Context: an optimization exercise on an open-source flow, tuned for small area and a short achievable clock period. The choices shown serve that exercise and are no tape-out recipe.
In this exercise RTL edits were held to simulation tests only and were not proved equivalent to the original.

==> flow/design.v (excerpt) <==
module convolution (
    input clk,
    input rst,
    input signed [15:0] x_in,
    output signed [31:0] y_out,
    output signed [31:0] y_out_t
);
Size: roughly 2600 cells after synthesis, roughly 850 flip-flops, about 82 I/O pins, about 45000 um2 of cells after synthesis.
export LEC_CHECK = 0
export CAP_MARGIN = 5
export CORE_MARGIN = 2
export CORE_UTILIZATION = 40
export CTS_CLUSTER_DIAMETER = 80
export CTS_CLUSTER_SIZE = 28
export SLEW_MARGIN = 5
export SYNTH_HIERARCHICAL = 1
create_clock -name core_clock -period 15.0 [get_ports {clk}]
standard.sh (not shown) runs the stock make flow with config.mk's settings and CLKGATE_MAP_FILE= SYNTH_SCRIPT=/design/flow/synth_recipe.tcl, a recipe that flattens the netlist after the stock synthesis.
==> flow/flow/run.sh <==
#!/bin/bash
# Standard ORFS layout, with repair_timing asked to keep a larger setup margin
# than the clock period needs, so that it works on the paths that set the
# achieved period.  Constraints (constraint.sdc) are unchanged.
set -euo pipefail
export SETUP_SLACK_MARGIN=10.9
bash standard.sh finish > standard_finish.log 2>&1
Then changed:
--- a/flow/flow/run.sh
+++ b/flow/flow/run.sh
@@ -5,3 +5,3 @@
 set -euo pipefail
-export SETUP_SLACK_MARGIN=10.9
+export SETUP_SLACK_MARGIN=10.8
 bash standard.sh finish > standard_finish.log 2>&1
- CAP_MARGIN: 5 -> 20
- CORE_UTILIZATION: 40 -> 45
- CTS_CLUSTER_DIAMETER: 80 -> 70
- CTS_CLUSTER_SIZE: 28 -> 32
- SLEW_MARGIN: 5 -> 20
The changed run completed without violations. Sequential share of layout area is higher by 0.63 points. Clock skew barely changes. Maximum frequency barely changes. Count of clock-buffer cells in the layout is lower by 7. Wire length is lower by 1.7%. Die area is lower by 11%. Register-to-register slack barely changes.

* * *

convolution again, from the RTL that the note above started with.
export LEC_CHECK = 0
export ABC_CLOCK_PERIOD_IN_PS = 1000
export CAP_MARGIN = 20
export CORE_MARGIN = 2
export CORE_UTILIZATION = 40
export CTS_CLUSTER_DIAMETER = 80
export CTS_CLUSTER_SIZE = 28
export SLEW_MARGIN = 20
export SYNTH_HIERARCHICAL = 1
create_clock -name core_clock -period 15.0 [get_ports {clk}]
==> flow/flow/run.sh <==
#!/bin/bash
# Standard ORFS layout, with repair_timing asked to keep a larger setup margin
# than the clock period needs, so that it works on the paths that set the
# achieved period.  Constraints (constraint.sdc) are unchanged.
set -euo pipefail
export SETUP_SLACK_MARGIN=10.8
bash standard.sh finish > standard_finish.log 2>&1
The baseline ran to the end with no violations.
Rerun with:
--- a/flow/config.mk
+++ b/flow/config.mk
@@ -7,3 +7,3 @@
 export LEC_CHECK = 0
-export ABC_CLOCK_PERIOD_IN_PS = 1000
+export ABC_CLOCK_PERIOD_IN_PS = 3000
 export CAP_MARGIN = 20
The new run passed the timing, design-rule and antenna checks.
Hold slack does not change.
Design area is unchanged.
Wire length stays the same.
Synthesized area does not change.

* * *

exp/amber:
convolution again, from the RTL that the note above started with.
export LEC_CHECK = 0
export CAP_MARGIN = 5
export CORE_MARGIN = 2
export CORE_UTILIZATION = 40
export CTS_CLUSTER_DIAMETER = 80
export CTS_CLUSTER_SIZE = 28
export SLEW_MARGIN = 5
export SYNTH_HIERARCHICAL = 1
create_clock -name core_clock -period 15.0 [get_ports {clk}]
==> flow/flow/run.sh <==
#!/bin/bash
# Standard ORFS layout, with repair_timing asked to keep a larger setup margin
# than the clock period needs, so that it works on the paths that set the
# achieved period.  Constraints (constraint.sdc) are unchanged.
set -euo pipefail
export SETUP_SLACK_MARGIN=10.7
bash standard.sh finish > standard_finish.log 2>&1
### exp/amber -> exp/quartz
--- a/flow/flow/run.sh
+++ b/flow/flow/run.sh
@@ -4,4 +4,4 @@
 # achieved period.  Constraints (constraint.sdc) are unchanged.
 set -euo pipefail
-export SETUP_SLACK_MARGIN=10.7
+export SETUP_SLACK_MARGIN=10.8
 bash standard.sh finish > standard_finish.log 2>&1
==> run notes <==
From exp/amber to exp/quartz the numbers moved as follows: total area of sequential cells stayed essentially flat; relative area change from synthesis to final layout barely changed.
Number of multi-input combinational cells came out exactly the same in exp/amber and exp/quartz.
Looking at exp/amber and exp/quartz, the routed wire length is a wash.

* * *

JK:
convolution again, from the RTL that the note above started with.
Design convolution, start of the top module:
module convolution (
    input clk,
    input rst,
    input signed [15:0] x_in,
    output signed [31:0] y_out,
    output signed [31:0] y_out_t
);
==> flow/config.mk <==
export PLATFORM = sky130hd
export DESIGN_NAME = convolution
export DESIGN_NICKNAME = convolution
export VERILOG_FILES = /design/flow/design.v
export SDC_FILE = /design/flow/constraint.sdc
export NUM_CORES = 4
export LEC_CHECK = 0
export CAP_MARGIN = 20
export CORE_MARGIN = 2
export CORE_UTILIZATION = 40
export CTS_CLUSTER_DIAMETER = 80
export CTS_CLUSTER_SIZE = 28
export PLACE_DENSITY = 0.5
export SLEW_MARGIN = 20
export SYNTH_HIERARCHICAL = 1
==> flow/constraint.sdc <==
create_clock -name core_clock -period 15.0 [get_ports {clk}]
set_input_delay 3.0000 -clock core_clock [delete_from_list [all_inputs] [get_ports {clk}]]
set_output_delay 3.0000 -clock core_clock [all_outputs]
set_load 0.01 [all_outputs]
==> flow/flow/run.sh <==
#!/bin/bash
# Standard ORFS layout, with repair_timing asked to keep a larger setup margin
# than the clock period needs, so that it works on the paths that set the
# achieved period.  Constraints (constraint.sdc) are unchanged.
set -euo pipefail
export SETUP_SLACK_MARGIN=10.8
bash standard.sh finish > standard_finish.log 2>&1
[inputs] MS vs JK
Settings: removing PLACE_DENSITY (formerly 0.5).
Findings:
MS did not stop at any stage, and its layout met the timing, design-rule and antenna checks.
From JK to MS the numbers moved as follows: area overhead of the layout relative to synthesis went down by 1.4 points; final design area excluding fillers now smaller; final-layout worst hold slack neither gained nor lost much.

## separate check: timing with driven ports
The results above use ideal ports. As a check the final layouts listed here were re-extracted and re-timed, cells and wires unchanged.
Step 1, drivers: a clkbuf_16 drives clk and a buf_2 each remaining input, both assumed.
Step 2 times the ports against the registers' clock, not the clock port: input delays grow and output delays shrink by t, the midpoint of the rising clock arrivals with the driver on.
Slacks: ideal ports / drivers / drivers and shift; pairs: ideal ports / drivers.
run | shift t [ns] | setup WS [ns] | hold WS [ns] | worst register clock-pin slew, ns
the first run of note 1 | 0.687 | 10.679 / 10.612 / 10.300 | 0.344 / 0.344 / 0.344 | 0.11 / 0.11
the second run of note 1 | 0.697 | 10.691 / 10.626 / 10.253 | 0.339 / 0.339 / 0.339 | 0.12 / 0.12
the first run of note 2 | 0.692 | 10.711 / 10.644 / 10.373 | 0.345 / 0.345 / 0.345 | 0.11 / 0.11
the second run of note 2 | 0.692 | 10.711 / 10.644 / 10.373 | 0.345 / 0.345 / 0.345 | 0.11 / 0.11
exp/amber | 0.694 | 10.600 / 10.533 / 10.227 | 0.330 / 0.330 / 0.330 | 0.11 / 0.11
exp/quartz | 0.692 | 10.711 / 10.644 / 10.373 | 0.345 / 0.345 / 0.345 | 0.11 / 0.11
JK | 0.703 | 10.691 / 10.624 / 10.219 | 0.347 / 0.347 / 0.347 | 0.11 / 0.11
MS | 0.692 | 10.711 / 10.644 / 10.373 | 0.345 / 0.345 / 0.345 | 0.11 / 0.11
After both steps every run listed still meets setup and hold. For JK, which loses most, drivers alone change the setup slack by -0.067 ns; drivers and shift together by -0.472 ns. The worst setup slack also covers recovery checks on asynchronous resets.
